Background: an optimization exercise with open tools, aiming at small area. Do not read the settings as production practice.
RTL that was checked went through simulation tests only; none was proved equivalent to the original.
Only the layout flow was run in runs 4 to 7; the RTL was not checked for function there.
The clock port is modelled as an ideal driver; clocking choices that lean on that would not hold on a real chip.
Power is estimated from default activity; no workload was simulated.

==> flow/design.v <==
`timescale 1ns / 1ps
module UART_FIFO(
    input clk,
    input reset,
    input [7:0] data_in,
    input data_valid,
    output reg [7:0] data_out
    );
    reg [12:0] ctx;
    wire ctx_hi  = ctx[12] & ctx[10] & ctx[6] & ctx[4];
    wire tick    = ctx_hi & ~ctx[3] & ctx[2] & ctx[1] & ~ctx[0];  
    wire ctx_end = ctx_hi & ctx[3];                              
    wire arm     = ctx[11] & ctx[10] & ctx[9] & ~ctx[8] & ctx[7] & ctx[6] &
                   ctx[5] & ~ctx[4] & ~ctx[3] & ~ctx[2] & ctx[1] & ~ctx[0];  
    reg [8:0] crx;
    wire crx_end = crx[8] & crx[6] & crx[2];                     
    always @(posedge clk) begin
        if (reset) begin
            ctx <= 13'd5206;
            crx <= 9'd321;
        end else begin
            ctx <= ctx_end ? 13'd0 : ctx + 13'd1;
            crx <= crx_end ? 9'd0 : crx + 9'd1;
        end
    end
    reg [7:0] mem [0:15];
    reg [4:0] wr_ptr;
    reg [4:0] rd_ptr;       
    reg [7:0] rd_data;
    reg e0, e1;             
    wire full = (wr_ptr[3:0] == rd_ptr[3:0]) & (wr_ptr[4] != rd_ptr[4]);
    wire wr = data_valid & ~full;
    always @(posedge clk)
        if (wr) mem[wr_ptr[3:0]] <= data_in;
    localparam IDLE = 4'd0, LOAD = 4'd1, START = 4'd2, STOP = 4'd12,
               POST_A = 4'd13, POST_B = 4'd14;
    reg [3:0] st;
    always @(posedge clk) begin
        if (tick & (st == LOAD)) rd_data <= mem[rd_ptr[3:0]];
    end
    always @(posedge clk) begin
        if (reset) begin
            wr_ptr <= 0;
            rd_ptr <= 0;
            e0 <= 1'b1;
            e1 <= 1'b1;
            st <= IDLE;
            data_out <= 8'd0;
        end else begin
            if (wr) wr_ptr <= wr_ptr + 5'd1;
            if ((st == START) & ctx_end) rd_ptr <= rd_ptr + 5'd1;
            if (tick) begin
                e0 <= (wr_ptr == rd_ptr);
                e1 <= e0;
            end
            case (st)
                IDLE:   if (tick & ~e1) st <= LOAD;
                POST_A: if (arm) st <= POST_B;
                POST_B: if (crx_end) begin
                            st <= IDLE;
                            data_out <= rd_data;
                        end
                default: if (tick) st <= st + 4'd1;
            endcase
        end
    end
endmodule
==> flow/run.sh <==
#!/bin/bash
# synth_recipe.tcl (not shown) runs the flow's synth.tcl, then flattens the netlist and writes it again
# the make line also repeats each setting of config.mk as NAME=value (left out here)
make -C /OpenROAD-flow-scripts/flow DESIGN_CONFIG=/design/flow/config.mk WORK_HOME=/design/flow/orfs CLKGATE_MAP_FILE= SYNTH_SCRIPT=/design/flow/synth_recipe.tcl finish
==> flow/config.mk <==
export PLATFORM = sky130hd
export DESIGN_NAME = UART_FIFO
export DESIGN_NICKNAME = UART_FIFO
export VERILOG_FILES = /design/flow/design.v
export SDC_FILE = /design/flow/constraint.sdc
export NUM_CORES = 4
export LEC_CHECK = 0
export CAP_MARGIN = 20
export CORE_MARGIN = 2
export CORE_UTILIZATION = 40
export SLEW_MARGIN = 20
==> flow/constraint.sdc <==
create_clock -name core_clock -period 20.0 [get_ports {clk}]
set_input_delay 4.0000 -clock core_clock [delete_from_list [all_inputs] [get_ports {clk}]]
set_output_delay 4.0000 -clock core_clock [all_outputs]
set_load 0.01 [all_outputs]
==> flow_metrics.py, run 1 <==
metrics = {
    "layout": {
        "area_growth_syn_to_layout_pct": 12.8,
        "final_common_cell": "edfxtp_1",
        "final_cell_mix": "edfxtp_1 (136), dfxtp_1 (45), nor2_1 (44), mux4_2 (32)",
        "nFillCells": 1545,
        "stdcell_area_um2": 8380,
        "regArea_um2": 5010,
        "nNetsFinal": 514,
        "layout-drive-gt1-share": 0.152,
        "multi_input_area_um2": 2290,
        "antenna_cells": 0,
        "stdcell_count": 734,
    },
    "drt": {
        "route.vias.total": 3934,
        "drt_iter0_drc": 294,
        "drtAntennaViolNets": 0,
        "drt_wl_total_um": 14500,
        "avgRoutedWirePerCell_um": 19.8,
        "drtPass1Iterations": 4,
        "drc": 0,
        "viasPerCell": 5.36,
    },
    "die": {
        "row_count": 49,
        "die_h_um": 140,
        "die_w_um": 140,
        "floorplan.initialDensity": 0.411,
        "pin_count": 19,
        "die_area_um2": 19700,
        "coreArea_um2": 18100,
    },
    "power_and_ir_drop": {
        "pwr-share-seq": 0.517,
        "p_sw_uw": 219,
        "p_leak_uw": 0.00272,
        "clkPwrFrac": 0.376,
        "p_per_area_nw_per_um2": 102,
        "combinationalPowerShare": 0.106,
        "p_sw_frac": 0.256,
        "irDropWorstVdd_uv": 58.1,
        "p_int_uw": 637,
    },
    "sta": {
        "slew_headroom": 0.388,
        "tightest_slew_ns": 0.916,
        "rsz0062_at_grt": "false",
        "fmax_mhz": 176,
        "final.min_clock_period_ns": 5.68,
        "finalCritPeriodShare": 0.284,
        "hold_slack_ns": 0.482,
        "fin_ws_ns": 14.32,
        "drv_slew": 0,
        "skew_ns": 0.0101,
        "setup_viol": 0,
        "hold_viol": 0,
        "tns_ns": 0,
    },
    "logic_synthesis": {
        "ys_ff_latch": 182,
        "syn_area_um2": 7430,
        "yosys_warnings": 1,
        "ys_seq_area_frac": 0.674,
        "syn_area_per_cell_um2": 15.6,
        "ys_top_cells_by_area": "edfxtp_1 (55%), dfxtp_1 (12%), mux4_2 (9.7%)",
        "synth_cell_types": 45,
        "synthesis.nets": 497,
        "synth_top_area_frac": 0.550,
        "synth_cells": 475,
        "yosysTopAreaCell": "edfxtp_1",
    },
    "critical_path": {
        "r2r_cells": 6,
        "start_kind": "input port",
        "crit_chain": "clkdlybuf4s50_1 -> inv_1 -> o211a_1 -> mux2_4",
        "crit_type": "input port to flip-flop",
        "r2r_slack_ns": 17.27,
        "cp.arrival_ns": 5.99,
        "crit_path_max_fanout": 24,
        "crit_start": "reset",
        "critPathMaxStageDelay_ns": 1.07,
        "crit_path_top_delay_cell": "clkdlybuf4s50_1",
        "critPathRequiredTime_ns": 20.31,
        "end_kind": "flip-flop",
        "rr_endpoint": "wr_ptr[4]",
        "r2r-start": "rd_ptr[0]",
    },
    "clock_network": {
        "ctsHoldBuffers": 0,
        "cts_resized": 0,
        "cts_tree": "done",
        "cts_setup_buffers": 0,
        "clk_pin_slew_ns": 0.07,
        "htreeDepth": 4,
        "cts_made_buffers": 17,
        "cts_buffer_depth": 2,
        "clk_latency_ns": 0.42,
        "cts.sinks": 182,
        "clockRootBuffer": "clkbuf_16",
    },
    "placed_design": {
        "gp_congestion": 0.781,
        "io_buffers": 18,
        "dp.cells": 702,
        "dp_slack_ns": 13.87,
        "dp_hpwl_um": 9300,
        "dpl_cell_area_um2": 7800,
    },
    "job": {
        "cap_viol_max_count": 0,
    },
    "global_routing": {
        "grt_max_degree": 37,
        "antenna_found_initial": 0,
        "overflow": 0,
        "grtUsageTotal": 0.156,
        "grt_pass1_vias": 4077,
        "grt_pass1_wl_um": 22900,
    },
    "worst_hold_path": {
        "hp-start": "crx[0]",
        "holdPathStages": 1,
        "holdPathEnd": "crx[0]",
        "worstHoldPathType": "flip-flop to flip-flop",
    },
    "outcome": {
        "outcome": "timing/DRC/antenna clean",
    },
}
layer usage:
metal	global-route usage	part of all wire	wire length, um
met1	0.203	0.45	6500
met2	0.266	0.52	7600
met3	0.0349	0.029	416
met4	0.0399	0.0025	37
met5	0	0	0
how the worst max path moves through the flow:
stage                end  slack (ns)  depth (start not counted)
2_1_floorplan  mem[3][0]       14.88                          2
3_3_place_gp       st[0]       13.90                          4
3_5_place_dp       st[0]       13.87                          4
4_1_cts            st[0]       14.31                          4
5_1_grt           ctx[3]       14.09                          4
6_report           st[0]       14.32                          4
cell usage after synthesis, drive strengths merged:
cell type,instances
a211oi,9
a21oi,17
a221o,1
a221oi,1
a31oi,2
a41o,1
a41oi,1
and2,4
and3,21
and4,2
buf,12
clkbuf,11
dfxtp,46
edfxtp,136
ha,11
inv,5
mux2,3
mux2i,19
mux4,32
nand2,17
nand2b,1
nand3,9
nand4,7
nand4b,1
nor2,44
nor2b,12
nor3,4
nor3b,1
nor4,2
o211a,2
o211ai,3
o21a,1
o21ai,8
o31ai,1
or3b,1
xnor2,15
xor2,12
cells by family (layout without fill, tap and decap cells):
kind of cell,Yosys count,count (layout),synth area share
flops,182,182,0.674
simple gates,126,126,0.0894
mux,54,54,0.128
compound gates,47,47,0.0406
buf+inv,28,58,0.0182
xor+xnor,27,27,0.0318
fa+ha+maj,11,11,0.0185
final cells by class:
class,instances,share of cell area
clock buffer,17,0.0508
clock inverter,15,0.0176
inverter,5,0.00224
multi-input combinational,265,0.274
sequential,182,0.597
timing repair buffer,21,0.0242
tap,229,0.0342
power by group through the flow:
stage / registers, uW / clock network [uW] / logic (uW)
final: 443 / 322 / 91.1
after global routing: 445 / 343 / 102
after detailed placement: 451 / 0 / 91.2
after floorplan: 442 / 0 / 74.9
after CTS: 442 / 329 / 91.6
after global placement: 449 / 0 / 88.8
critical path, delay by kind of cell:
kind	cells	cell delay, ns
AO/OA/AOI/OAI	1	0.22
multiplexers	1	0.26
buffers and inverters	2	1.51
stage by stage:
| stage | total power, uW | utilization |
|---|---|---|
| floorplan | 517 | - |
| global placement | 538 | 0.431 |
| detailed placement | 542 | 0.431 |
| CTS | 863 | 0.463 |
| global route | 890 | 0.463 |
| finish | 856 | 0.463 |
sequential cells by signal (all words and copies together) (netlist names):
register  cells
crx           9
data_out      8
e0            1
mem         128
e1            1
ctx          13
rd_ptr        5
rd_data       8
st            4
wr_ptr        5
==> inputs of run 2 (changes only) <==
--- a/flow/config.mk
+++ b/flow/config.mk
@@ -5,6 +5,7 @@
 export SDC_FILE = /design/flow/constraint.sdc
 export NUM_CORES = 4
 export LEC_CHECK = 0
+export ABC_AREA = 1
 export CAP_MARGIN = 20
 export CORE_MARGIN = 2
 export CORE_UTILIZATION = 40
==> flow_metrics.py, run 2 <==
metrics = {
    "worst_hold_path": {
        "worstHoldPathType": "flip-flop to flip-flop",
        "holdPathEnd": "ctx[0]",
        "hp-start": "ctx[0]",
        "holdPathStages": 1,
    },
    "clock_network": {
        "cts_setup_buffers": 0,
        "cts_resized": 0,
        "cts.sinks": 182,
        "htreeDepth": 4,
        "cts_tree": "done",
        "clk_latency_ns": 0.44,
        "cts_made_buffers": 17,
        "clockRootBuffer": "clkbuf_16",
        "ctsHoldBuffers": 0,
        "clk_pin_slew_ns": 0.07,
        "cts_buffer_depth": 2,
    },
    "layout": {
        "final_cell_mix": "nor2_1 (140), edfxtp_1 (136), o21ai_0 (83), nand2_1 (79), dfxtp_1 (45)",
        "antenna_cells": 0,
        "largest_register_ffs": 128,
        "area_growth_syn_to_layout_pct": 12.3,
        "stdcell_area_um2": 8540,
        "nNetsFinal": 738,
        "layout-drive-gt1-share": 0.0823,
        "nFillCells": 1683,
        "stdcell_count": 963,
        "final_common_cell": "nor2_1",
    },
    "global_routing": {
        "overflow": 0,
        "grt_max_degree": 69,
        "grt_util_met2": 0.292,
        "antenna_found_initial": 0,
        "grt_pass1_wl_um": 27200,
        "gr-usage-met3": 0.0378,
        "grt_pass1_vias": 4997,
        "busiest_layer": "met2",
        "grtUsageTotal": 0.182,
        "grt_use_met1": 0.253,
    },
    "drt": {
        "drtPass1Iterations": 7,
        "drtAntennaViolNets": 0,
        "drc": 0,
        "route.vias.total": 5204,
        "drt_iter0_drc": 482,
        "drt_wl_total_um": 17400,
        "avgRoutedWirePerCell_um": 18.1,
        "viasPerCell": 5.40,
    },
    "logic_synthesis": {
        "yosysTopAreaCell": "edfxtp_1",
        "ys_ff_latch": 182,
        "synth_most_common_cell": "nor2_1",
        "synth_cells": 706,
        "synth-edff-count": 136,
        "synth_cell_types": 37,
        "syn_area_um2": 7600,
        "syn_area_per_cell_um2": 10.8,
        "yosys_warnings": 1,
        "synthesis.nets": 728,
        "synth_top_area_frac": 0.537,
        "ys_seq_area_frac": 0.658,
        "ys_top_cells_by_area": "edfxtp_1 (54%), dfxtp_1 (12%), nor2_1 (6.9%)",
        "async_flop_share": 0,
        "synth_commonest_cells": "nor2_1 (140), edfxtp_1 (136), o21ai_0 (83), nand2_1 (79), dfxtp_1 (46)",
        "synth_ff_type": "edfxtp_1",
    },
    "job": {
        "cap_viol_max_count": 0,
    },
    "critical_path": {
        "cp.arrival_ns": 5.57,
        "crit_path_top_delay_cell": "nor2_1",
        "crit_chain": "clkdlybuf4s50_1 -> nand2_4 -> inv_4 -> nand2_1 -> nor2_1",
        "r2r_slack_ns": 17.41,
        "crit_type": "input port to flip-flop",
        "r2r_cells": 5,
        "critPathMaxStageDelay_ns": 0.59,
        "crit_path_max_fanout": 8,
        "rr_endpoint": "rd_data[0]",
        "r2r-start": "rd_ptr[0]",
        "start_kind": "input port",
        "end_kind": "flip-flop",
        "critPathRequiredTime_ns": 20.06,
    },
    "sta": {
        "final.min_clock_period_ns": 5.51,
        "setup_viol": 0,
        "finalCritPeriodShare": 0.275,
        "slew_headroom": 0.359,
        "fmax_mhz": 182,
        "drv_slew": 0,
        "tightest_slew_ns": 0.960,
        "rsz0062_at_grt": "false",
        "tns_ns": 0,
        "hold_viol": 0,
        "skew_ns": 0.0163,
    },
    "die": {
        "die_h_um": 142,
        "pin_count": 19,
        "die_area_um2": 20100,
        "die_w_um": 142,
        "coreArea_um2": 18700,
        "row_count": 50,
        "floorplan.initialDensity": 0.407,
    },
    "power_and_ir_drop": {
        "p_per_area_nw_per_um2": 106,
        "irDropWorstVdd_uv": 49.4,
        "p_leak_uw": 0.00305,
    },
    "placed_design": {
        "dpl_cell_area_um2": 7930,
        "gp_congestion": 0.885,
        "io_buffers": 18,
        "dp.cells": 931,
        "dp_hpwl_um": 11500,
    },
    "outcome": {
        "outcome": "timing/DRC/antenna clean",
    },
}
==> run 2: where the power goes <==
part	switching [uW]	internal, uW
clock	158	179
sequential	16.8	425
combinational	86.3	43.7
==> run 2: logic make-up (layout without fill, tap and decap cells) <==
logic type	count (synthesis)	count (layout)	share of synthesized area
simple gates	287	287	0.164
buf+inv	72	95	0.0421
compound gates	142	142	0.104
xor+xnor	12	12	0.0138
fa+ha+maj	11	11	0.0181
flops	182	182	0.658
==> run 2: through the flow <==
stage / setup slack (ns) / util / total power [uW] / hold WS, ns
after floorplan: 15.03 / - / 547 / 0.417
after global routing: 14.40 / 0.457 / 951 / 0.479
final: 14.49 / 0.457 / 908 / 0.455
after detailed placement: 14.08 / 0.424 / 580 / 0.449
after global placement: 14.21 / 0.424 / 575 / 0.434
after CTS: 14.53 / 0.456 / 915 / 0.458
==> run 2: final cells by class <==
class                      instances  area [um^2]  area share
timing repair buffer              19          188      0.0220
inverter                          44          168      0.0196
tap                              234          293      0.0343
multi-input combinational        452         2280       0.267
sequential                       182         5010       0.587
clock inverter                    15          178      0.0208
clock buffer                      17          425      0.0498
==> run 2: how the worst max path moves through the flow <==
stage	depth (start not counted)	slack, ns	startpoint	to
3_3_place_gp	5	14.21	data_valid	mem[3][0]
2_1_floorplan	4	15.03	data_valid	mem[11][0]
6_report	5	14.49	data_valid	mem[3][5]
3_5_place_dp	5	14.08	data_valid	mem[3][1]
5_1_grt	5	14.40	data_valid	mem[3][5]
4_1_cts	5	14.53	data_valid	mem[3][5]
==> run 2: layer usage <==
metal | wire length, um | part of all wire | vias up
li1 | - | - | 2478
met1 | 7840 | 0.45 | 2525
met2 | 8220 | 0.47 | 182
met3 | 1170 | 0.067 | 19
met4 | 215 | 0.012 | 0
met5 | 0 | 0 | -
==> run 2: worst max-delay path, delay by kind of cell <==
family	cells	cell delay, ns
AND/OR/NAND/NOR	3	0.88
buffers and inverters	2	0.69
==> inputs of run 3 (changes only) <==
--- a/flow/config.mk
+++ b/flow/config.mk
@@ -8,5 +8,8 @@
 export ABC_AREA = 1
 export CAP_MARGIN = 20
 export CORE_MARGIN = 2
-export CORE_UTILIZATION = 40
+export CORE_UTILIZATION = 65
+export CTS_BUF_LIST = sky130_fd_sc_hd__clkbuf_8
+export CTS_CLUSTER_DIAMETER = 150
+export CTS_CLUSTER_SIZE = 40
 export SLEW_MARGIN = 20
==> flow_metrics.py, run 3 <==
metrics = {
    "outcome": {
        "outcome": "timing/DRC/antenna clean",
    },
    "critical_path": {
        "critPathRequiredTime_ns": 20.09,
        "r2r_slack_ns": 17.53,
        "start_kind": "input port",
        "timing.critical_path.buf_inv": 2,
        "end_kind": "flip-flop",
        "cp.arrival_ns": 5.48,
        "critPathMaxStageDelay_ns": 0.58,
        "rr_endpoint": "rd_data[0]",
        "crit_type": "input port to flip-flop",
        "r2r-start": "rd_ptr[0]",
        "r2r_cells": 5,
        "crit_family": "simple AND/OR/NAND/NOR gates",
        "crit_path_max_fanout": 8,
        "crit_path_top_delay_cell": "clkdlybuf4s50_1",
        "crit_chain": "clkdlybuf4s50_1 -> nand2_4 -> inv_4 -> nand2_1 -> nor2_1",
    },
    "logic_synthesis": {
        "ys_ff_latch": 182,
        "synth_top_area_frac": 0.537,
        "synthesis.nets": 728,
        "async_flop_share": 0,
        "synth_most_common_cell": "nor2_1",
        "synth_cells": 706,
        "synth-edff-count": 136,
        "synth_cell_types": 37,
        "synth_ff_type": "edfxtp_1",
        "synth_commonest_cells": "nor2_1 (140), edfxtp_1 (136), o21ai_0 (83), nand2_1 (79), dfxtp_1 (46)",
        "syn_area_per_cell_um2": 10.8,
        "syn_area_um2": 7600,
        "ys_top_cells_by_area": "edfxtp_1 (54%), dfxtp_1 (12%), nor2_1 (6.9%)",
        "ys_seq_area_frac": 0.658,
        "yosys_warnings": 1,
        "yosysTopAreaCell": "edfxtp_1",
    },
    "clock_network": {
        "ctsHoldBuffers": 0,
        "htreeDepth": 4,
        "cts_setup_buffers": 0,
        "clk_latency_ns": 0.45,
        "cts_buffer_depth": 2,
        "cts_made_buffers": 17,
        "cts_tree": "done",
        "cts.sinks": 182,
        "cts_resized": 0,
        "clockRootBuffer": "clkbuf_8",
        "clk_pin_slew_ns": 0.09,
    },
    "layout": {
        "final_cell_mix": "nor2_1 (140), edfxtp_1 (136), o21ai_0 (83), nand2_1 (79), dfxtp_1 (45)",
        "layout-drive-gt1-share": 0.0741,
        "antenna_cells": 0,
        "nNetsFinal": 738,
        "area_growth_syn_to_layout_pct": 7.42,
        "nFillCells": 850,
        "final_common_cell": "nor2_1",
        "largest_register_ffs": 128,
    },
    "sta": {
        "hold_viol": 0,
        "rsz0062_at_grt": "false",
        "setup_viol": 0,
        "skew_ns": 0.00770,
        "tightest_slew_ns": 0.951,
        "tns_ns": 0,
        "finalCritPeriodShare": 0.269,
        "fin_ws_ns": 14.61,
        "drv_slew": 0,
        "slew_headroom": 0.365,
        "fmax_mhz": 186,
        "final.min_clock_period_ns": 5.39,
    },
    "global_routing": {
        "grtUsageTotal": 0.263,
        "grt_max_degree": 69,
        "overflow": 0,
        "grt_pass1_vias": 5080,
        "antenna_found_initial": 0,
        "grt_pass1_wl_um": 25200,
    },
    "die": {
        "coreArea_um2": 11400,
        "floorplan.initialDensity": 0.666,
        "die_w_um": 112,
        "die_h_um": 112,
        "row_count": 39,
        "pin_count": 19,
        "die_area_um2": 12600,
    },
    "placed_design": {
        "dp_hpwl_um": 10500,
        "dp_slack_ns": 14.16,
        "gp_congestion": 0.905,
        "io_buffers": 18,
    },
    "power_and_ir_drop": {
        "irDropWorstVdd_uv": 70.5,
        "p_per_area_nw_per_um2": 96.5,
        "p_leak_uw": 0.00293,
    },
    "job": {
        "cap_viol_max_count": 0,
    },
    "drt": {
        "avgRoutedWirePerCell_um": 18.1,
        "drc": 0,
        "route.vias.total": 5152,
        "drt_wl_total_um": 15800,
        "viasPerCell": 5.91,
        "drtAntennaViolNets": 0,
        "drt_iter0_drc": 567,
        "drtPass1Iterations": 6,
    },
    "worst_hold_path": {
        "holdPathEnd": "ctx[0]",
        "holdPathStages": 1,
        "hp-start": "ctx[0]",
        "worstHoldPathType": "flip-flop to flip-flop",
    },
}
## run 3: cell count changes in the layout (fill, tap and decap cells not counted), sizes merged
cell | previous run | this run
clkinv | 5 | 12
inv | 51 | 45
clkinvlp | 2 | 1
## run 3: layout make-up
class | instances | area, um^2 | share of cell area
multi-input combinational | 452 | 2280 | 0.279
inverter | 44 | 168 | 0.0205
tap | 143 | 179 | 0.0219
clock inverter | 15 | 113 | 0.0138
clock buffer | 17 | 234 | 0.0286
sequential | 182 | 5010 | 0.613
timing repair buffer | 19 | 188 | 0.0230
## run 3: logic make-up (layout without fill, tap and decap cells)
group,after synthesis,after routing,share of synthesized area
buf+inv,72,95,0.0421
flops,182,182,0.658
xor+xnor,12,12,0.0138
fa+ha+maj,11,11,0.0181
compound gates,142,142,0.104
simple gates,287,287,0.164
## run 3: power breakdown
part / switching [uW] / internal [uW] / leakage, uW
sequential: 16.5 / 425 / 0.00160
clock: 122 / 96.4 / 0.000176
combinational: 84.8 / 43.7 / 0.00115
total: 223 / 565 / 0.00293
## run 3: worst max-delay path by stage
stage | startpoint | end | slack, ns | cells past startpoint
after CTS | data_out[2] | data_out[2] | 14.63 | 1
after global placement | data_valid | mem[3][1] | 14.22 | 5
after detailed placement | data_valid | mem[3][4] | 14.16 | 5
after floorplan | data_valid | mem[11][0] | 15.03 | 4
final | data_valid | mem[3][1] | 14.61 | 5
after global routing | data_valid | mem[3][1] | 14.52 | 5
## run 3: metal layers
layer | share of wire | GRT usage | routed length [um]
met3 | 0.054 | 0.0556 | 861
met1 | 0.43 | 0.343 | 6740
met4 | 0.022 | 0.107 | 346
met5 | 0 | 0 | 0
met2 | 0.50 | 0.437 | 7860
## run 3: stage by stage
stage                     total power (uW)  hold WS, ns  instances  instance area, um^2  utilization
after floorplan                        547        0.417        706                 7600            -
after global placement                 572        0.435        840                 7820        0.685
after detailed placement               577        0.444        840                 7820        0.685
after CTS                              791        0.463        872                 8170        0.715
after global routing                   827        0.493        872                 8170        0.715
final                                  788        0.457        872                 8170        0.715
==> inputs of run 4 (changes only) <==
--- a/flow/design.v
+++ b/flow/design.v
@@ -23,34 +23,43 @@
             crx <= crx_end ? 9'd0 : crx + 9'd1;
         end
     end
-    reg [7:0] mem [0:15];
-    reg [4:0] wr_ptr;
-    reg [4:0] rd_ptr;       
+    reg [7:0] stg [0:15];
+    reg [15:0] vld;
+    reg [4:0] cnt;
     reg [7:0] rd_data;
     reg e0, e1;             
-    wire full = (wr_ptr[3:0] == rd_ptr[3:0]) & (wr_ptr[4] != rd_ptr[4]);
-    wire wr = data_valid & ~full;
-    always @(posedge clk)
-        if (wr) mem[wr_ptr[3:0]] <= data_in;
+    wire wr = data_valid & ~cnt[4];
     localparam IDLE = 4'd0, LOAD = 4'd1, START = 4'd2, STOP = 4'd12,
                POST_A = 4'd13, POST_B = 4'd14;
     reg [3:0] st;
+    wire rd  = tick & (st == LOAD);
+    wire dec = (st == START) & ctx_end;
+    wire [16:0] stuck;
+    assign stuck[16] = ~rd;
+    assign stuck[15:0] = vld & stuck[16:1];
+    always @(posedge clk) if (~stuck[0]) stg[0] <= data_in;
+    genvar i;
+    generate
+        for (i = 1; i < 16; i = i + 1) begin : g_stg
+            always @(posedge clk) if (~stuck[i]) stg[i] <= stg[i-1];
+        end
+    endgenerate
     always @(posedge clk) begin
-        if (tick & (st == LOAD)) rd_data <= mem[rd_ptr[3:0]];
+        if (rd) rd_data <= stg[15];
     end
     always @(posedge clk) begin
         if (reset) begin
-            wr_ptr <= 0;
-            rd_ptr <= 0;
+            vld <= 16'd0;
+            cnt <= 5'd0;
             e0 <= 1'b1;
             e1 <= 1'b1;
             st <= IDLE;
             data_out <= 8'd0;
         end else begin
-            if (wr) wr_ptr <= wr_ptr + 5'd1;
-            if ((st == START) & ctx_end) rd_ptr <= rd_ptr + 5'd1;
+            vld <= {vld[14:0], wr} | stuck[15:0];
+            cnt <= cnt + {{4{dec & ~wr}}, dec ^ wr};
             if (tick) begin
-                e0 <= (wr_ptr == rd_ptr);
+                e0 <= (cnt == 5'd0);
                 e1 <= e0;
             end
             case (st)
==> flow/flow/run.sh (new file) <==
#!/bin/bash
# Standard layout, but clock tree synthesis without dummy loads, larger clusters.
set -euo pipefail
export CTS_ARGS="-sink_clustering_enable -repair_clock_nets -dont_use_dummy_load -buf_list sky130_fd_sc_hd__clkbuf_8 -sink_clustering_size 30 -sink_clustering_max_diameter 100"
bash standard.sh finish > standard.log 2>&1
==> flow/standard.sh (new file) <==
#!/bin/bash
# synth_recipe.tcl (not shown) runs the flow's synth.tcl, then flattens the netlist and writes it again
# the make line also repeats each setting of config.mk as NAME=value (left out here)
make -C /OpenROAD-flow-scripts/flow DESIGN_CONFIG=/design/flow/config.mk WORK_HOME=/design/flow/orfs CLKGATE_MAP_FILE= SYNTH_SCRIPT=/design/flow/synth_recipe.tcl "${@:-finish}"
==> flow/config.mk (replaced) <==
export PLATFORM = sky130hd
export DESIGN_NAME = UART_FIFO
export DESIGN_NICKNAME = UART_FIFO
export VERILOG_FILES = /design/flow/design.v
export SDC_FILE = /design/flow/constraint.sdc
export NUM_CORES = 4
export LEC_CHECK = 0
export CAP_MARGIN = 20
export CORE_MARGIN = 2
export CORE_UTILIZATION = 70
export SLEW_MARGIN = 20
removed: flow/run.sh
==> flow_metrics.py, run 4 <==
metrics = {
    "clock_network": {
        "cts_resized": 0,
        "cts_made_buffers": 17,
        "cts.sinks": 193,
        "clk_pin_slew_ns": 0.09,
        "cts_buffer_depth": 2,
        "cts_setup_buffers": 0,
        "htreeDepth": 4,
        "ctsHoldBuffers": 0,
        "clockRootBuffer": "clkbuf_8",
        "clk_latency_ns": 0.45,
        "cts_tree": "done",
    },
    "logic_synthesis": {
        "ys_seq_area_frac": 0.775,
        "synth_ff_type": "edfxtp_1",
        "ys_ff_latch": 193,
        "synthesis.nets": 466,
        "yosys_warnings": 2,
        "synth_cell_types": 48,
        "ys_top_cells_by_area": "edfxtp_1 (61%), dfxtp_1 (17%), nor2_1 (2.9%)",
        "synth-edff-count": 136,
        "async_flop_share": 0,
        "synth_most_common_cell": "edfxtp_1",
        "yosysTopAreaCell": "edfxtp_1",
        "synth_top_area_frac": 0.606,
        "synth_commonest_cells": "edfxtp_1 (136), dfxtp_1 (57), nor2_1 (52), inv_1 (22), a21oi_1 (19)",
        "syn_area_um2": 6740,
        "synth_cells": 443,
        "syn_area_per_cell_um2": 15.2,
    },
    "placed_design": {
        "gp_congestion": 0.823,
        "io_buffers": 18,
        "dp.cells": 581,
        "dp_hpwl_um": 6190,
    },
    "sta": {
        "tightest_slew_ns": 0.887,
        "fmax_mhz": 178,
        "drv_slew": 0,
        "setup_viol": 0,
        "slew_headroom": 0.406,
        "tns_ns": 0,
        "skew_ns": 0.0247,
        "hold_viol": 0,
        "rsz0062_at_grt": "false",
        "finalCritPeriodShare": 0.281,
        "final.min_clock_period_ns": 5.62,
    },
    "critical_path": {
        "rr_endpoint": "stg[7][3]",
        "r2r_cells": 9,
        "crit_start": "data_valid",
        "crit_path_max_fanout": 2,
        "crit_type": "input port to flip-flop",
        "cp.arrival_ns": 5.92,
        "start_kind": "input port",
        "r2r-start": "st[1]",
        "end_kind": "flip-flop",
        "crit_path_top_delay_cell": "clkdlybuf4s50_1",
        "crit_chain": "clkdlybuf4s50_1 -> nand2b_1 -> ha_1 -> inv_1 -> ha_1 -> inv_1 -> fa_1 -> inv_1 -> a21o_1 -> a21oi_1 -> xnor2_1 -> nor2_1",
        "endpoint": "cnt[4]",
        "crit_path_frequent_cell": "inv_1",
        "critPathRequiredTime_ns": 20.30,
        "critPathMaxStageDelay_ns": 0.45,
        "r2r_slack_ns": 16.88,
    },
    "layout": {
        "largest_register_ffs": 128,
        "nFillCells": 576,
        "stdcell_count": 598,
        "final_common_cell": "edfxtp_1",
        "nNetsFinal": 494,
        "antenna_cells": 0,
        "utilization": 0.783,
        "final_cell_mix": "edfxtp_1 (136), dfxtp_1 (57), nor2_1 (52), inv_1 (22), a21oi_1 (19)",
        "area_growth_syn_to_layout_pct": 7.91,
        "layout-drive-gt1-share": 0.0682,
    },
    "global_routing": {
        "overflow": 0,
        "grt_pass1_wl_um": 15100,
        "grt_pass1_vias": 3274,
        "grtUsageTotal": 0.198,
        "antenna_found_initial": 0,
        "grt_max_degree": 49,
    },
    "drt": {
        "viasPerCell": 5.47,
        "drt_iter0_drc": 149,
        "drtPass1Iterations": 4,
        "drt_wl_total_um": 9130,
        "avgRoutedWirePerCell_um": 15.3,
        "drtAntennaViolNets": 0,
        "route.vias.total": 3270,
        "drc": 0,
    },
    "die": {
        "row_count": 35,
        "die_w_um": 102,
        "die_h_um": 102,
        "pin_count": 19,
        "coreArea_um2": 9280,
        "die_area_um2": 10400,
        "floorplan.initialDensity": 0.726,
    },
    "power_and_ir_drop": {
        "p_per_area_nw_per_um2": 101,
        "irDropWorstVdd_uv": 69.0,
        "p_leak_uw": 0.00263,
    },
    "job": {
        "cap_viol_max_count": 0,
    },
    "outcome": {
        "outcome": "timing/DRC/antenna clean",
    },
    "worst_hold_path": {
        "worstHoldPathType": "flip-flop to flip-flop",
    },
}
-- run 4: power breakdown --
| part | switching, uW | leakage, uW | internal (uW) |
|---|---|---|---|
| Combinational | 42.8 | 0.000617 | 35.1 |
| Sequential | 19.8 | 0.00189 | 457 |
| Clock | 107 | 0.000122 | 75.2 |
-- run 4: worst min path at each step --
stage | startpoint | endpoint | slack [ns] | depth (start not counted)
after floorplan | stg[15][0] | rd_data[0] | 0.40 | 0
after global routing | stg[1][7] | stg[2][7] | 0.42 | 0
after detailed placement | stg[11][1] | stg[12][1] | 0.40 | 0
after global placement | stg[6][5] | stg[7][5] | 0.40 | 0
final | stg[1][7] | stg[2][7] | 0.41 | 0
after CTS | stg[1][7] | stg[2][7] | 0.41 | 0
-- run 4: kinds of logic (layout without fill, tap and decap cells) --
logic type	Yosys count	count (layout)	share of synthesized area
simple gates	128	128	0.0936
fa+ha+maj	12	12	0.0234
xor+xnor	18	18	0.0234
mux	9	9	0.0134
compound gates	49	49	0.0486
flops	193	193	0.775
buf+inv	34	60	0.0223
-- run 4: layout make-up --
class | instances | area [um^2] | share of cell area
inverters | 23 | 86.3 | 0.0119
flip-flops and latches | 193 | 5230 | 0.719
clock buffers | 17 | 234 | 0.0322
multi-input cells | 216 | 1370 | 0.188
well taps | 129 | 161 | 0.0222
repair buffers | 20 | 195 | 0.0268
-- run 4: worst max-delay path, delay by kind of cell --
| kind | cells | cell delay (ns) |
|---|---|---|
| and+or+nand+nor | 2 | 0.12 |
| xor gates and xnor gates | 1 | 0.16 |
| adders and majority gates | 3 | 0.84 |
| AOI/OAI and AO/OA | 2 | 0.17 |
| buffers and inverters | 4 | 0.64 |
-- run 4: layer usage --
layer,vias to the layer above,share of wire,wire (um),track usage
li1,1636,-,-,-
met3,13,0.033,301,0.0807
met1,1568,0.46,4230,0.246
met4,0,0.016,144,0.0738
met5,-,0,0,0
met2,53,0.49,4460,0.317
-- run 4: per-stage QoR --
step	cell area, um^2	hold WS [ns]	power [uW]	setup slack (ns)
5_1_grt	7270	0.419	771	14.26
3_3_place_gp	7040	0.400	560	14.00
6_report	7270	0.407	737	14.38
3_5_place_dp	7040	0.405	564	13.94
4_1_cts	7270	0.412	744	14.40
2_1_floorplan	6740	0.400	546	14.53
==> inputs of run 5 (changes only) <==
==> flow/flow/run.sh (replaced) <==
#!/bin/bash
# Standard layout, but clock tree synthesis without dummy loads and with clkbuf_8.
set -euo pipefail
export CTS_ARGS="-sink_clustering_enable -repair_clock_nets -dont_use_dummy_load -buf_list sky130_fd_sc_hd__clkbuf_8"
bash standard.sh finish > standard.log 2>&1
==> flow_metrics.py, run 5 <==
metrics = {
    "outcome": {
        "outcome": "timing/DRC/antenna clean",
    },
    "layout": {
        "final_cell_mix": "edfxtp_1 (136), dfxtp_1 (57), nor2_1 (52), inv_1 (22), a21oi_1 (19)",
        "layout-drive-gt1-share": 0.0682,
        "nNetsFinal": 494,
        "final_common_cell": "edfxtp_1",
        "area_growth_syn_to_layout_pct": 7.91,
        "largest_register_ffs": 128,
        "antenna_cells": 0,
    },
    "placed_design": {
        "gp_congestion": 0.823,
        "dp_hpwl_um": 6190,
        "io_buffers": 18,
    },
    "global_routing": {
        "overflow": 0,
        "antenna_found_initial": 0,
        "grt_pass1_wl_um": 15100,
        "grt_max_degree": 49,
        "grtUsageTotal": 0.198,
        "grt_pass1_vias": 3274,
    },
    "sta": {
        "setup_viol": 0,
        "slew_headroom": 0.406,
        "drv_slew": 0,
        "final.min_clock_period_ns": 5.62,
        "fmax_mhz": 178,
        "tns_ns": 0,
        "hold_viol": 0,
        "tightest_slew_ns": 0.887,
        "finalCritPeriodShare": 0.281,
        "rsz0062_at_grt": "false",
        "skew_ns": 0.0247,
    },
    "clock_network": {
        "htreeDepth": 4,
        "ctsHoldBuffers": 0,
        "cts_resized": 0,
        "cts_made_buffers": 17,
        "cts.sinks": 193,
        "cts_setup_buffers": 0,
        "clk_latency_ns": 0.45,
        "cts_buffer_depth": 2,
        "clk_pin_slew_ns": 0.09,
        "clockRootBuffer": "clkbuf_8",
        "cts_tree": "done",
    },
    "drt": {
        "drtAntennaViolNets": 0,
        "route.vias.total": 3270,
        "drt_wl_total_um": 9130,
        "drc": 0,
        "drtPass1Iterations": 4,
        "avgRoutedWirePerCell_um": 15.3,
        "viasPerCell": 5.47,
        "drt_iter0_drc": 149,
    },
    "logic_synthesis": {
        "ys_top_cells_by_area": "edfxtp_1 (61%), dfxtp_1 (17%), nor2_1 (2.9%)",
        "synth_commonest_cells": "edfxtp_1 (136), dfxtp_1 (57), nor2_1 (52), inv_1 (22), a21oi_1 (19)",
        "synthSimpleGateAreaFrac": 0.0936,
        "yosys_warnings": 2,
        "synth_fa_ha_area_frac": 0.0234,
        "ys_seq_area_frac": 0.775,
        "syn_area_um2": 6740,
        "syn_area_per_cell_um2": 15.2,
        "synth_mux_area_frac": 0.0134,
        "async_flop_share": 0,
        "synth-edff-count": 136,
        "synthesis.nets": 466,
        "synth_top_area_frac": 0.606,
        "synth_most_common_cell": "edfxtp_1",
        "yosysTopAreaCell": "edfxtp_1",
        "synth_cells": 443,
        "synth_xor_area_frac": 0.0234,
        "synth_cell_types": 48,
        "synth_ff_type": "edfxtp_1",
        "ys_ff_latch": 193,
        "synth-compound-area-share": 0.0486,
        "synth_top_family_by_area": "simple AND/OR/NAND/NOR gates",
    },
    "critical_path": {
        "r2r_slack_ns": 16.88,
        "cp.arrival_ns": 5.92,
        "critPathRequiredTime_ns": 20.30,
        "crit_path_max_fanout": 2,
        "end_kind": "flip-flop",
        "start_kind": "input port",
        "crit_type": "input port to flip-flop",
    },
    "power_and_ir_drop": {
        "p_leak_uw": 0.00263,
        "irDropWorstVdd_uv": 69.0,
        "power_uw": 737,
        "p_per_area_nw_per_um2": 101,
    },
    "die": {
        "coreArea_um2": 9280,
        "floorplan.initialDensity": 0.726,
        "pin_count": 19,
        "row_count": 35,
        "die_w_um": 102,
        "die_h_um": 102,
        "die_area_um2": 10400,
    },
    "worst_hold_path": {
        "worstHoldPathType": "flip-flop to flip-flop",
    },
    "job": {
        "cap_viol_max_count": 0,
    },
}
[run 5: cell counts in the layout (fill, tap and decap cells not counted)]
No cell type changed its count.
[run 5: path summary, 6_finish.rpt]
path | from | endpoint | cells past startpoint
setup / recovery | data_valid | cnt[4] | 12
hold / removal | stg[1][7] | stg[2][7] | 0
setup reg to reg | st[1] | stg[7][3] | 9
hold reg to reg | stg[1][7] | stg[2][7] | 0
[run 5: metrics by stage]
| stage | worst slack [ns] | hold WS [ns] | area (um^2) | std cells | util |
|---|---|---|---|---|---|
| finish | 14.38 | 0.407 | 7270 | 598 | 0.783 |
| global route | 14.26 | 0.419 | 7270 | 598 | 0.783 |
| CTS | 14.40 | 0.412 | 7270 | 598 | 0.783 |
| detailed placement | 13.94 | 0.405 | 7040 | 581 | 0.758 |
| global placement | 14.00 | 0.400 | 7040 | 581 | 0.758 |
| floorplan | 14.53 | 0.400 | 6740 | 443 | - |
[run 5: cells by family after synthesis]
kind of cell	count (synthesis)
compound gates	49
buf+inv	34
fa+ha+maj	12
simple gates	128
mux	9
flops	193
xor+xnor	18
[run 5: layout make-up]
cell class | count | area (um^2)
fillers | 576 | 2010
flip-flops and latches | 193 | 5230
repair buffers | 20 | 195
inverters | 23 | 86.3
well taps | 129 | 161
multi-input cells | 216 | 1370
clock buffers | 17 | 234
[run 5: critical path, cell delays in order]
cell	delay (ns)
clkdlybuf4s50_1	0.45
nand2b_1	0.07
ha_1	0.27
inv_1	0.06
ha_1	0.17
inv_1	0.06
fa_1	0.40
inv_1	0.07
a21o_1	0.10
a21oi_1	0.07
xnor2_1	0.16
nor2_1	0.05
[run 5: report_power, final]
group | switching [uW] | internal, uW
clock | 107 | 75.2
sequential | 19.8 | 457
combinational | 42.8 | 35.1
total | 169 | 567
[run 5: per-layer routing]
layer | track usage | vias to the layer above | routed length, um
li1 | - | 1636 | -
met4 | 0.0738 | 0 | 144
met1 | 0.246 | 1568 | 4230
met2 | 0.317 | 53 | 4460
met3 | 0.0807 | 13 | 301
met5 | 0 | - | 0
==> inputs of run 6 (changes only) <==
==> flow/flow/run.sh (replaced) <==
#!/bin/bash
# Standard layout with smaller port buffers and a clock tree with fewer, larger
# leaf clusters and no dummy loads.
set -euo pipefail
export CTS_ARGS="-sink_clustering_enable -repair_clock_nets -dont_use_dummy_load -buf_list sky130_fd_sc_hd__clkbuf_8"
export PRE_CTS_TCL="$PWD/flow/pre_cts.tcl"
export BUFFER_PORTS_ARGS="-buffer_cell sky130_fd_sc_hd__buf_1"
bash standard.sh finish > standard.log 2>&1
==> flow/flow/pre_cts.tcl (new file) <==
set_max_fanout 48 [current_design]
==> flow_metrics.py, run 6 <==
metrics = {
    "layout": {
        "antenna_cells": 0,
        "largest_register_ffs": 128,
        "final_common_cell": "edfxtp_1",
        "area_growth_syn_to_layout_pct": 6.15,
        "nNetsFinal": 493,
        "utilization": 0.770,
        "final_cell_mix": "edfxtp_1 (136), dfxtp_1 (57), nor2_1 (52), inv_1 (22), a21oi_1 (19)",
        "layout-drive-gt1-share": 0.0684,
    },
    "job": {
        "cap_viol_max_count": 0,
    },
    "sta": {
        "fin_ws_ns": 14.68,
        "finalCritPeriodShare": 0.266,
        "tns_ns": 0,
        "skew_ns": 0.0309,
        "setup_viol": 0,
        "rsz0062_at_grt": "false",
        "slew_headroom": 0.388,
        "drv_slew": 0,
        "final.min_clock_period_ns": 5.32,
        "hold_slack_ns": 0.410,
        "tightest_slew_ns": 0.918,
        "hold_viol": 0,
        "fmax_mhz": 188,
    },
    "clock_network": {
        "ctsHoldBuffers": 0,
        "cts.sinks": 193,
        "cts_made_buffers": 17,
        "clk_pin_slew_ns": 0.08,
        "cts_resized": 0,
        "clk_latency_ns": 0.45,
        "cts_setup_buffers": 0,
        "cts_tree": "done",
    },
    "logic_synthesis": {
        "synth_cell_types": 48,
        "ys_ff_latch": 193,
        "synth-edff-count": 136,
        "synth_top_family_by_area": "simple AND/OR/NAND/NOR gates",
        "yosys_warnings": 2,
        "ys_seq_area_frac": 0.775,
        "synth_commonest_cells": "edfxtp_1 (136), dfxtp_1 (57), nor2_1 (52), inv_1 (22), a21oi_1 (19)",
        "synth_fa_ha_area_frac": 0.0234,
        "synth-compound-area-share": 0.0486,
        "synthSimpleGateAreaFrac": 0.0936,
        "ys_top_cells_by_area": "edfxtp_1 (61%), dfxtp_1 (17%), nor2_1 (2.9%)",
        "synth_top_area_frac": 0.606,
        "synth_most_common_cell": "edfxtp_1",
        "synth_mux_area_frac": 0.0134,
        "syn_area_um2": 6740,
        "synth_ff_type": "edfxtp_1",
        "synth_cells": 443,
        "synth_xor_area_frac": 0.0234,
        "syn_area_per_cell_um2": 15.2,
        "yosysTopAreaCell": "edfxtp_1",
        "synthesis.nets": 466,
        "async_flop_share": 0,
    },
    "placed_design": {
        "gp_congestion": 0.810,
        "dp_hpwl_um": 6170,
        "dp_slack_ns": 14.22,
        "io_buffers": 18,
    },
    "die": {
        "floorplan.initialDensity": 0.726,
        "pin_count": 19,
        "die_area_um2": 10400,
        "die_h_um": 102,
        "row_count": 35,
        "die_w_um": 102,
        "coreArea_um2": 9280,
    },
    "power_and_ir_drop": {
        "p_per_area_nw_per_um2": 103,
        "irDropWorstVdd_uv": 81.2,
        "p_leak_uw": 0.00258,
    },
    "critical_path": {
        "critPathRequiredTime_ns": 20.29,
        "start_kind": "input port",
        "crit_path_max_fanout": 2,
        "crit_type": "input port to flip-flop",
        "end_kind": "flip-flop",
        "cp.arrival_ns": 5.61,
    },
    "drt": {
        "route.vias.total": 3292,
        "drt_wl_total_um": 9090,
        "viasPerCell": 5.51,
        "drt_iter0_drc": 204,
        "avgRoutedWirePerCell_um": 15.2,
        "drtAntennaViolNets": 0,
        "drtPass1Iterations": 4,
        "drc": 0,
    },
    "global_routing": {
        "grt_pass1_vias": 3140,
        "overflow": 0,
        "grt_max_degree": 49,
        "antenna_found_initial": 0,
        "grtUsageTotal": 0.191,
        "grt_pass1_wl_um": 14500,
    },
    "outcome": {
        "outcome": "timing/DRC/antenna clean",
    },
    "worst_hold_path": {
        "worstHoldPathType": "flip-flop to flip-flop",
    },
}
-- run 6: per-stage QoR --
step	area [um^2]	total power (uW)	instances
2_1_floorplan	6740	546	443
3_3_place_gp	6920	558	580
3_5_place_dp	6920	563	580
4_1_cts	7150	742	597
5_1_grt	7150	769	597
6_report	7150	733	597
-- run 6: worst max-delay path: stages --
cell,delay [ns]
buf_1,0.07
nand2b_1,0.09
ha_1,0.28
inv_1,0.08
ha_1,0.17
inv_1,0.06
fa_1,0.39
inv_1,0.08
a21o_1,0.10
a21oi_1,0.07
xnor2_1,0.16
nor2_1,0.05
-- run 6: layout make-up --
cell class | count | area [um^2]
multi-input combinational | 216 | 1370
timing repair buffer | 19 | 76.3
clock buffer | 17 | 234
inverter | 23 | 86.3
tap | 129 | 161
sequential | 193 | 5230
fill | 566 | 2130
-- run 6: cell families (layout without fill, tap and decap cells) --
group	count (synthesis)	in the layout
AND/OR/NAND/NOR	128	128
XOR/XNOR	18	18
flip-flops	193	193
AO/OA/AOI/OAI	49	49
multiplexers	9	9
adder cells (fa/ha/maj)	12	12
buffers and inverters	34	59
-- run 6: worst paths after layout --
path,startpoint,end,slack (ns),depth (start not counted)
max,data_valid,cnt[4],14.68,12
min,stg[8][5],stg[9][5],0.41,0
min reg2reg,stg[8][5],stg[9][5],0.41,0
max reg2reg,st[1],stg[7][4],16.87,9
-- run 6: routing by layer --
metal / global-route usage / part of all wire / vias to the layer above
met4: 0.0831 / 0.011 / 0
met5: 0 / 0 / -
met3: 0.0657 / 0.035 / 7
met1: 0.232 / 0.45 / 1599
met2: 0.315 / 0.51 / 54
li1: - / - / 1632
-- run 6: report_power, final --
part | leakage (uW) | switching [uW] | internal (uW) | total, uW
clock | 0.000122 | 105 | 75.2 | 180
sequential | 0.00189 | 19.7 | 457 | 477
combinational | 0.000570 | 42.7 | 33.7 | 76.4
total | 0.00258 | 167 | 566 | 733
==> inputs of run 7 (changes only) <==
==> flow/flow/pre_cts.tcl (replaced) <==
set_max_fanout 30 [current_design]
==> flow_metrics.py, run 7 <==
metrics = {
    "drt": {
        "avgRoutedWirePerCell_um": 15.3,
        "drc": 0,
        "viasPerCell": 5.51,
        "drtAntennaViolNets": 0,
        "drt_iter0_drc": 172,
        "drtPass1Iterations": 4,
        "drt_wl_total_um": 9170,
        "route.vias.total": 3303,
    },
    "clock_network": {
        "cts.sinks": 193,
        "cts_setup_buffers": 0,
        "clk_latency_ns": 0.44,
        "ctsHoldBuffers": 0,
        "clk_pin_slew_ns": 0.07,
        "cts_resized": 0,
        "cts_made_buffers": 17,
        "cts_tree": "done",
    },
    "global_routing": {
        "grtUsageTotal": 0.191,
        "grt_max_degree": 49,
        "grt_pass1_wl_um": 14500,
        "grt_pass1_vias": 3140,
        "overflow": 0,
        "antenna_found_initial": 0,
    },
    "sta": {
        "hold_viol": 0,
        "tightest_slew_ns": 0.998,
        "setup_viol": 0,
        "fin_ws_ns": 14.47,
        "rsz0062_at_grt": "false",
        "drv_slew": 0,
        "final.min_clock_period_ns": 5.53,
        "fmax_mhz": 181,
        "skew_ns": 0.0308,
        "tns_ns": 0,
        "finalCritPeriodShare": 0.277,
        "slew_headroom": 0.333,
    },
    "layout": {
        "antenna_cells": 0,
        "largest_register_ffs": 128,
        "stdcell_count": 599,
        "final_common_cell": "edfxtp_1",
        "nNetsFinal": 495,
        "final_cell_mix": "edfxtp_1 (136), dfxtp_1 (57), nor2_1 (52), inv_1 (22), a21oi_1 (19)",
        "nFillCells": 567,
        "area_growth_syn_to_layout_pct": 6.44,
        "layout-drive-gt1-share": 0.0681,
    },
    "critical_path": {
        "cp.arrival_ns": 5.89,
        "endpoint": "st[1]",
        "end_kind": "flip-flop",
        "start_kind": "input port",
        "crit_type": "input port to flip-flop",
        "r2r-start": "st[1]",
        "r2r_cells": 9,
        "crit_path_max_fanout": 30,
        "critPathRequiredTime_ns": 20.35,
        "r2r_slack_ns": 16.87,
        "rr_endpoint": "stg[7][4]",
        "crit_start": "reset",
    },
    "logic_synthesis": {
        "synth_cells": 443,
        "synth_ff_type": "edfxtp_1",
        "ys_seq_area_frac": 0.775,
        "async_flop_share": 0,
        "synthesis.nets": 466,
        "syn_area_per_cell_um2": 15.2,
        "yosys_warnings": 2,
        "synth-edff-count": 136,
        "ys_ff_latch": 193,
        "synth_cell_types": 48,
        "synth_top_area_frac": 0.606,
        "ys_top_cells_by_area": "edfxtp_1 (61%), dfxtp_1 (17%), nor2_1 (2.9%)",
        "synth_commonest_cells": "edfxtp_1 (136), dfxtp_1 (57), nor2_1 (52), inv_1 (22), a21oi_1 (19)",
        "yosysTopAreaCell": "edfxtp_1",
        "synth_most_common_cell": "edfxtp_1",
        "syn_area_um2": 6740,
    },
    "placed_design": {
        "io_buffers": 18,
        "dp_slack_ns": 14.22,
        "gp_congestion": 0.810,
        "dp.cells": 580,
        "dp_hpwl_um": 6170,
    },
    "die": {
        "coreArea_um2": 9280,
        "die_area_um2": 10400,
        "die_w_um": 102,
        "row_count": 35,
        "die_h_um": 102,
        "pin_count": 19,
        "floorplan.initialDensity": 0.726,
    },
    "worst_hold_path": {
        "hp-start": "stg[8][5]",
        "worstHoldPathType": "flip-flop to flip-flop",
    },
    "power_and_ir_drop": {
        "irDropWorstVdd_uv": 81.1,
        "p_per_area_nw_per_um2": 102,
        "p_leak_uw": 0.00259,
    },
    "job": {
        "cap_viol_max_count": 0,
    },
    "outcome": {
        "outcome": "timing/DRC/antenna clean",
    },
}
-- run 7: cell counts after synthesis --
Identical to the previous run, type by type.
-- run 7: kinds of logic (layout without fill, tap and decap cells) --
| family | count (synthesis) | count (layout) | synth area share |
|---|---|---|---|
| AND/OR/NAND/NOR | 128 | 128 | 0.0936 |
| AO/OA/AOI/OAI | 49 | 49 | 0.0486 |
| multiplexers | 9 | 9 | 0.0134 |
| buffers and inverters | 34 | 61 | 0.0223 |
| XOR/XNOR | 18 | 18 | 0.0234 |
| adder cells (fa/ha/maj) | 12 | 12 | 0.0234 |
| flip-flops | 193 | 193 | 0.775 |
-- run 7: through the flow --
| step | instance area (um^2) | power [uW] | hold slack (ns) | utilization |
|---|---|---|---|---|
| floorplan | 6740 | 546 | 0.400 | - |
| global route | 7170 | 769 | 0.413 | 0.773 |
| finish | 7170 | 734 | 0.410 | 0.773 |
| global placement | 6920 | 558 | 0.401 | 0.745 |
| detailed placement | 6920 | 563 | 0.405 | 0.745 |
| CTS | 7150 | 742 | 0.408 | 0.770 |
-- run 7: area by class of cell --
cell class,instances,area [um^2],share of cell area
Sequential cell,193,5230,0.728
Multi-Input combinational cell,216,1370,0.191
Clock buffer,17,234,0.0326
Tap cell,129,161,0.0225
Timing Repair Buffer,21,96.3,0.0134
Inverter,23,86.3,0.0120
-- run 7: per-layer routing --
layer  GRT usage  vias to the layer above  part of all wire
met5           0                        -                 0
met4      0.0831                        0            0.0096
met3      0.0657                        7             0.030
met2       0.315                       51              0.51
met1       0.232                     1609              0.45
li1            -                     1636                 -
-- run 7: worst min-delay path by stage --
stage	to	cells after the start
after floorplan	rd_data[0]	0
after global placement	stg[11][2]	0
after detailed placement	stg[12][6]	0
after CTS	stg[9][5]	0
after global routing	stg[15][0]	0
final	stg[9][5]	0
-- run 7: report_power, final --
part | total, uW | internal, uW | leakage (uW) | switching, uW
Sequential | 477 | 457 | 0.00189 | 19.8
Clock | 180 | 75.3 | 0.000122 | 105
Combinational | 77.0 | 34.0 | 0.000578 | 43.0
-- run 7: worst max-delay path: stages --
cell	delay [ns]
clkbuf_2	0.10
clkdlybuf4s50_1	0.95
or4_1	0.71
mux2i_1	0.12
==> inputs of run 8 (changes only) <==
--- a/flow/design.v
+++ b/flow/design.v
@@ -7,20 +7,18 @@
     output reg [7:0] data_out
     );
     reg [12:0] ctx;
-    wire ctx_hi  = ctx[12] & ctx[10] & ctx[6] & ctx[4];
-    wire tick    = ctx_hi & ~ctx[3] & ctx[2] & ctx[1] & ~ctx[0];  
-    wire ctx_end = ctx_hi & ctx[3];                              
-    wire arm     = ctx[11] & ctx[10] & ctx[9] & ~ctx[8] & ctx[7] & ctx[6] &
-                   ctx[5] & ~ctx[4] & ~ctx[3] & ~ctx[2] & ctx[1] & ~ctx[0];  
+    wire tick    = (ctx & 13'h1e7d) == 13'h1258;   
+    wire ctx_end = (ctx & 13'h19f7) == 13'h0963;   
+    wire arm     = (ctx & 13'h1aff) == 13'h00ad;   
     reg [8:0] crx;
-    wire crx_end = crx[8] & crx[6] & crx[2];                     
+    wire crx_end = (crx & 9'h175) == 9'h020;       
     always @(posedge clk) begin
         if (reset) begin
-            ctx <= 13'd5206;
-            crx <= 9'd321;
+            ctx <= 13'h1258;                           
+            crx <= 9'h1d5;                             
         end else begin
-            ctx <= ctx_end ? 13'd0 : ctx + 13'd1;
-            crx <= crx_end ? 9'd0 : crx + 9'd1;
+            ctx <= {ctx[11:0], ctx[12] ^ ctx[0]} ^ {12'd0, ctx_end};
+            crx <= {crx[7:0], crx[8] ^ crx[6]} ^ {5'd0, crx_end, 3'd0};
         end
     end
     reg [7:0] stg [0:15];
==> flow/flow/pre_cts.tcl (replaced) <==
set_max_fanout 48 [current_design]
==> flow_metrics.py, run 8 <==
metrics = {
    "outcome": {
        "outcome": "timing/DRC/antenna clean",
    },
    "drt": {
        "wl_met2_um": 4190,
        "route.vias.total": 2944,
        "avgRoutedWirePerCell_um": 16.2,
        "drt_wl_total_um": 8450,
        "drtPass1Iterations": 4,
        "viasPerCell": 5.64,
        "highest_layer": "met4",
        "wl_met3_um": 262,
        "drc": 0,
        "drt_iter0_drc": 123,
        "drtAntennaViolNets": 0,
        "wl_met1_um": 3910,
    },
    "sta": {
        "setup_viol": 0,
        "rsz0062_at_grt": "false",
        "final.min_clock_period_ns": 5.29,
        "finalCritPeriodShare": 0.264,
        "slew_headroom": 0.507,
        "hold_viol": 0,
        "tightest_slew_ns": 0.734,
        "skew_ns": 0.0369,
        "drv_slew": 0,
        "fmax_mhz": 189,
        "tns_ns": 0,
        "hold_slack_ns": 0.403,
    },
    "global_routing": {
        "antenna_found_initial": 0,
        "grtUsageTotal": 0.184,
        "grt_pass1_wl_um": 13700,
        "overflow": 0,
        "grt_max_degree": 54,
        "grt_pass1_vias": 2898,
    },
    "clock_network": {
        "cts.sinks": 193,
        "cts_made_buffers": 17,
        "clk_pin_slew_ns": 0.09,
        "cts_resized": 0,
        "clk_latency_ns": 0.43,
        "ctsHoldBuffers": 0,
        "cts_tree": "done",
        "cts_setup_buffers": 0,
    },
    "logic_synthesis": {
        "synth_cell_types": 45,
        "synth_commonest_cells": "edfxtp_1 (136), dfxtp_1 (57), nor2_1 (30), a21oi_1 (21), inv_1 (20)",
        "synthesis.nets": 409,
        "synth_top_area_frac": 0.635,
        "yosysTopAreaCell": "edfxtp_1",
        "ys_ff_latch": 193,
        "async_flop_share": 0,
        "syn_area_um2": 6440,
        "yosys_warnings": 2,
        "ys_top_cells_by_area": "edfxtp_1 (63%), dfxtp_1 (18%), ha_1 (1.9%)",
        "synth_cells": 387,
        "ys_seq_area_frac": 0.812,
        "syn_area_per_cell_um2": 16.6,
        "synth-edff-count": 136,
        "synth_most_common_cell": "edfxtp_1",
        "synth_ff_type": "edfxtp_1",
    },
    "power_and_ir_drop": {
        "p_leak_uw": 0.00258,
        "irDropWorstVdd_uv": 63.1,
        "power_uw": 639,
        "p_per_area_nw_per_um2": 92.8,
    },
    "die": {
        "die_area_um2": 9980,
        "coreArea_um2": 8810,
        "die_w_um": 99.9,
        "pin_count": 19,
        "die_h_um": 99.9,
        "floorplan.initialDensity": 0.731,
        "row_count": 34,
    },
    "layout": {
        "nNetsFinal": 438,
        "stdcell_area_um2": 6880,
        "utilization": 0.782,
        "area_growth_syn_to_layout_pct": 6.96,
        "nFillCells": 509,
        "layout-drive-gt1-share": 0.0821,
        "largest_register_ffs": 128,
        "final_common_cell": "edfxtp_1",
        "final_cell_mix": "edfxtp_1 (136), dfxtp_1 (57), nor2_1 (30), a21oi_1 (21), inv_1 (20)",
        "antenna_cells": 0,
    },
    "placed_design": {
        "dp_hpwl_um": 5550,
        "io_buffers": 18,
        "gp_congestion": 0.787,
        "dpl_cell_area_um2": 6600,
    },
    "job": {
        "cap_viol_max_count": 0,
    },
    "critical_path": {
        "cp.arrival_ns": 5.58,
        "r2r_slack_ns": 17.38,
        "rr_endpoint": "stg[8][7]",
        "critPathRequiredTime_ns": 20.29,
        "r2r-start": "st[0]",
        "start_kind": "input port",
        "r2r_cells": 5,
        "end_kind": "flip-flop",
        "crit_type": "input port to flip-flop",
        "crit_path_max_fanout": 19,
    },
    "worst_hold_path": {
        "holdPathEnd": "stg[9][2]",
        "holdPathStages": 0,
        "worstHoldPathType": "flip-flop to flip-flop",
        "hp-start": "stg[8][2]",
    },
}
## run 8: worst max-delay path, stage by stage
cell and delay [ns]:
clkbuf_2 0.15, clkdlybuf4s50_1 0.69, buf_8 0.28, buf_8 0.16, or2_2 0.29
## run 8: final cells by class
class / count / area (um^2) / share of cell area
Timing Repair Buffer: 21 / 109 / 0.0158
Inverter: 20 / 75.1 / 0.0109
Tap cell: 108 / 135 / 0.0196
Multi-Input combinational cell: 163 / 1110 / 0.161
Clock buffer: 17 / 234 / 0.0340
Sequential cell: 193 / 5230 / 0.759
## run 8: layer usage
layer	track usage	vias to the layer above
met2	0.315	48
met3	0.0481	9
li1	-	1462
met4	0.0653	0
met5	0	-
met1	0.230	1425
## run 8: stage by stage
| step | instances | setup WS (ns) |
|---|---|---|
| global placement | 502 | 14.34 |
| floorplan | 387 | 14.51 |
| detailed placement | 502 | 14.29 |
| finish | 522 | 14.71 |
| CTS | 519 | 14.72 |
| global route | 522 | 14.62 |
## run 8: how the worst max path moves through the flow
stage / end / slack (ns) / start / depth (start not counted)
6_report: crx[0] / 14.71 / reset / 5
5_1_grt: cnt[4] / 14.62 / data_valid / 12
4_1_cts: cnt[4] / 14.72 / data_valid / 12
3_5_place_dp: cnt[4] / 14.29 / data_valid / 12
3_3_place_gp: cnt[4] / 14.34 / data_valid / 12
2_1_floorplan: cnt[4] / 14.51 / data_valid / 11
## run 8: power by group
group | switching, uW | internal, uW
clock network | 103 | 75.4
logic | 5.08 | 4.70
registers | 6.72 | 444
## run 8: cell families (layout without fill, tap and decap cells)
family,after synthesis,after routing,share of synthesized area
simple gates,98,98,0.0875
mux,10,10,0.0157
compound gates,40,40,0.0383
buf+inv,31,58,0.0187
flops,193,193,0.812
fa+ha+maj,11,11,0.0226
xor+xnor,4,4,0.00544
==> inputs of run 9 (changes only) <==
--- a/flow/design.v
+++ b/flow/design.v
@@ -27,11 +27,18 @@
     reg [7:0] rd_data;
     reg e0, e1;             
     wire wr = data_valid & ~cnt[4];
-    localparam IDLE = 4'd0, LOAD = 4'd1, START = 4'd2, STOP = 4'd12,
-               POST_A = 4'd13, POST_B = 4'd14;
     reg [3:0] st;
-    wire rd  = tick & (st == LOAD);
-    wire dec = (st == START) & ctx_end;
+    wire s_idle  = ~st[3] & ~st[2] & ~st[1];            
+    wire s_load  = ~st[3] & ~st[2] & ~st[0];            
+    wire s_start = ~st[3] & ~st[1] & ~st[0];            
+    wire s_posta =  st[3] &  st[2] & ~st[1] & ~st[0];   
+    wire s_postb = ~st[2] & ~st[1] & ~st[0];            
+    wire rd  = tick & s_load;
+    wire dec = s_start & ctx_end;
+    wire load_out = s_postb & crx_end;
+    wire step = s_idle  ? tick & ~e1 :
+                s_posta ? arm :
+                s_postb ? crx_end : tick;
     wire [16:0] stuck;
     assign stuck[16] = ~rd;
     assign stuck[15:0] = vld & stuck[16:1];
@@ -51,7 +58,7 @@
             cnt <= 5'd0;
             e0 <= 1'b1;
             e1 <= 1'b1;
-            st <= IDLE;
+            st <= 4'b0001;
             data_out <= 8'd0;
         end else begin
             vld <= {vld[14:0], wr} | stuck[15:0];
@@ -60,15 +67,8 @@
                 e0 <= (cnt == 5'd0);
                 e1 <= e0;
             end
-            case (st)
-                IDLE:   if (tick & ~e1) st <= LOAD;
-                POST_A: if (arm) st <= POST_B;
-                POST_B: if (crx_end) begin
-                            st <= IDLE;
-                            data_out <= rd_data;
-                        end
-                default: if (tick) st <= st + 4'd1;
-            endcase
+            if (step) st <= {st[2:0], st[3] ^ st[2]};
+            if (load_out) data_out <= rd_data;
         end
     end
 endmodule
==> flow/flow/run.sh (replaced) <==
#!/bin/bash
set -euo pipefail
export CTS_ARGS="-repair_clock_nets -dont_use_dummy_load -buf_list sky130_fd_sc_hd__clkbuf_8"
export BUFFER_PORTS_ARGS="-buffer_cell sky130_fd_sc_hd__buf_1"
bash standard.sh finish > standard.log 2>&1
removed: flow/flow/pre_cts.tcl
==> flow_metrics.py, run 9 <==
metrics = {
    "clock_network": {
        "ctsHoldBuffers": 0,
        "clk_latency_ns": 0.44,
        "cts_resized": 0,
        "cts_tree": "done",
    },
    "power_and_ir_drop": {
        "power_uw": 647,
        "irDropWorstVdd_uv": 84.3,
        "p_per_area_nw_per_um2": 94.9,
        "p_leak_uw": 0.00251,
    },
    "global_routing": {
        "grt_pass1_vias": 2823,
        "antenna_found_initial": 0,
        "grtUsageTotal": 0.186,
        "grt_pass1_wl_um": 13400,
        "overflow": 0,
    },
    "critical_path": {
        "crit_type": "input port to flip-flop",
        "rr_endpoint": "cnt[4]",
        "start_kind": "input port",
        "r2r_cells": 13,
        "r2r_slack_ns": 17.19,
        "r2r-start": "ctx[2]",
        "end_kind": "flip-flop",
        "crit_path_max_fanout": 52,
        "critPathRequiredTime_ns": 20.24,
    },
    "drt": {
        "avgRoutedWirePerCell_um": 16.2,
        "drt_wl_total_um": 8280,
        "route.vias.total": 2855,
        "drtAntennaViolNets": 0,
    },
    "sta": {
        "drv_slew": 0,
        "fmax_mhz": 182,
        "setup_viol": 0,
        "fin_ws_ns": 14.51,
        "tightest_slew_ns": 0.959,
        "tns_ns": 0,
        "slew_headroom": 0.360,
        "final.min_clock_period_ns": 5.49,
        "finalCritPeriodShare": 0.274,
        "hold_viol": 0,
    },
    "logic_synthesis": {
        "synth_cells": 377,
        "synthesis.nets": 397,
        "ys_ff_latch": 193,
        "ys_seq_area_frac": 0.813,
        "synth_cell_types": 46,
        "synth_top_area_frac": 0.636,
        "ys_top_cells_by_area": "edfxtp_1 (64%), dfxtp_1 (18%), nor2_1 (1.6%)",
        "synth_commonest_cells": "edfxtp_1 (136), dfxtp_1 (57), nor2_1 (28), inv_1 (23), a21oi_1 (14)",
        "synth_most_common_cell": "edfxtp_1",
        "synth-edff-count": 136,
        "async_flop_share": 0,
        "yosysTopAreaCell": "edfxtp_1",
        "syn_area_per_cell_um2": 17.0,
    },
    "placed_design": {
        "io_buffers": 18,
        "gp_congestion": 0.778,
        "dp_slack_ns": 14.08,
    },
    "die": {
        "coreArea_um2": 8810,
        "row_count": 34,
        "floorplan.initialDensity": 0.730,
        "die_h_um": 99.8,
    },
    "layout": {
        "multi_input_area_um2": 1070,
        "antenna_cells": 0,
        "largest_register_ffs": 128,
        "utilization": 0.775,
        "final_common_cell": "edfxtp_1",
        "regArea_um2": 5230,
        "layout-drive-gt1-share": 0.0916,
        "area_growth_syn_to_layout_pct": 6.21,
        "nNetsFinal": 426,
        "final_cell_mix": "edfxtp_1 (136), dfxtp_1 (57), nor2_1 (28), inv_1 (23)",
    },
    "worst_hold_path": {
        "holdPathStages": 0,
        "worstHoldPathType": "flip-flop to flip-flop",
    },
    "outcome": {
        "outcome": "timing/DRC/antenna clean",
    },
}
## run 9: how the worst max path moves through the flow
stage,from,endpoint,slack [ns],cells past startpoint
after floorplan,data_valid,cnt[4],14.51,11
after global placement,reset,st[2],14.23,5
after detailed placement,reset,st[2],14.08,5
after CTS,reset,st[2],14.53,5
after global routing,reset,st[2],14.31,5
final,reset,st[2],14.51,5
## run 9: worst max-delay path: stages
cell and delay [ns]:
clkbuf_2 0.70, clkinv_1 0.51, nand2_1 0.24, mux2_1 0.16, o311ai_1 0.10
## run 9: metal layers
layer | share of wire | track usage
met5 | 0 | 0
met4 | 0.012 | 0.0632
met3 | 0.047 | 0.0613
met2 | 0.51 | 0.320
met1 | 0.43 | 0.223
## run 9: per-stage QoR
stage,std cells,hold WS [ns],cell area (um^2)
CTS,512,0.397,6820
floorplan,377,0.389,6420
detailed placement,495,0.396,6590
global route,512,0.396,6820
global placement,495,0.392,6590
finish,512,0.400,6820
## run 9: layout make-up
cell class	instances	share of cell area
clock buffers	17	0.0343
inverters	24	0.0132
multi-input cells	152	0.157
flip-flops and latches	193	0.766
well taps	108	0.0198
repair buffers	18	0.0101
## run 9: logic make-up after synthesis
family,synth area share
DFF,0.813
and+or+nand+nor,0.0863
AOI/OAI and AO/OA,0.0405
buffers and inverters,0.0201
muxes,0.0158
adders and majority gates,0.0187
xor gates and xnor gates,0.00545
## run 9: power breakdown
group | switching, uW | total, uW | leakage [uW] | internal, uW
registers | 7.79 | 452 | 0.00189 | 445
clock network | 105 | 180 | 0.000122 | 75.4
logic | 7.89 | 14.7 | 0.000489 | 6.80
total | 121 | 647 | 0.00251 | 527

==> afterwards: timing with drivers on the ports <==
In the flow no input, the clock included, has a driving cell. The finished layouts below were timed again as built, in two steps. Step 1 sets driving cells, clkbuf_16 on the clock port and buf_2 on the other inputs (assumed; they add their load-dependent delay and slew). Step 2 times the ports against the registers' clock, not the clock port: input delays grow and output delays shrink by t, the midpoint of the rising clock arrivals with the driver on. Slacks: ideal ports / drivers / drivers and shift; pairs: ideal ports / drivers.
run	shift t [ns]	setup WS [ns]
run 1	0.459	14.318 / 14.332 / 13.873
run 2	0.480	14.494 / 14.490 / 14.009
run 3	0.486	14.613 / 14.607 / 14.120
run 4	0.471	14.384 / 14.391 / 13.921
run 5	0.471	14.384 / 14.391 / 13.921
run 6	0.466	14.676 / 14.689 / 14.223
run 7	0.462	14.467 / 14.481 / 14.019
run 8	0.449	14.710 / 14.723 / 14.274
run 9	0.450	14.510 / 14.524 / 14.075
After both steps setup and hold are still met in every run listed.
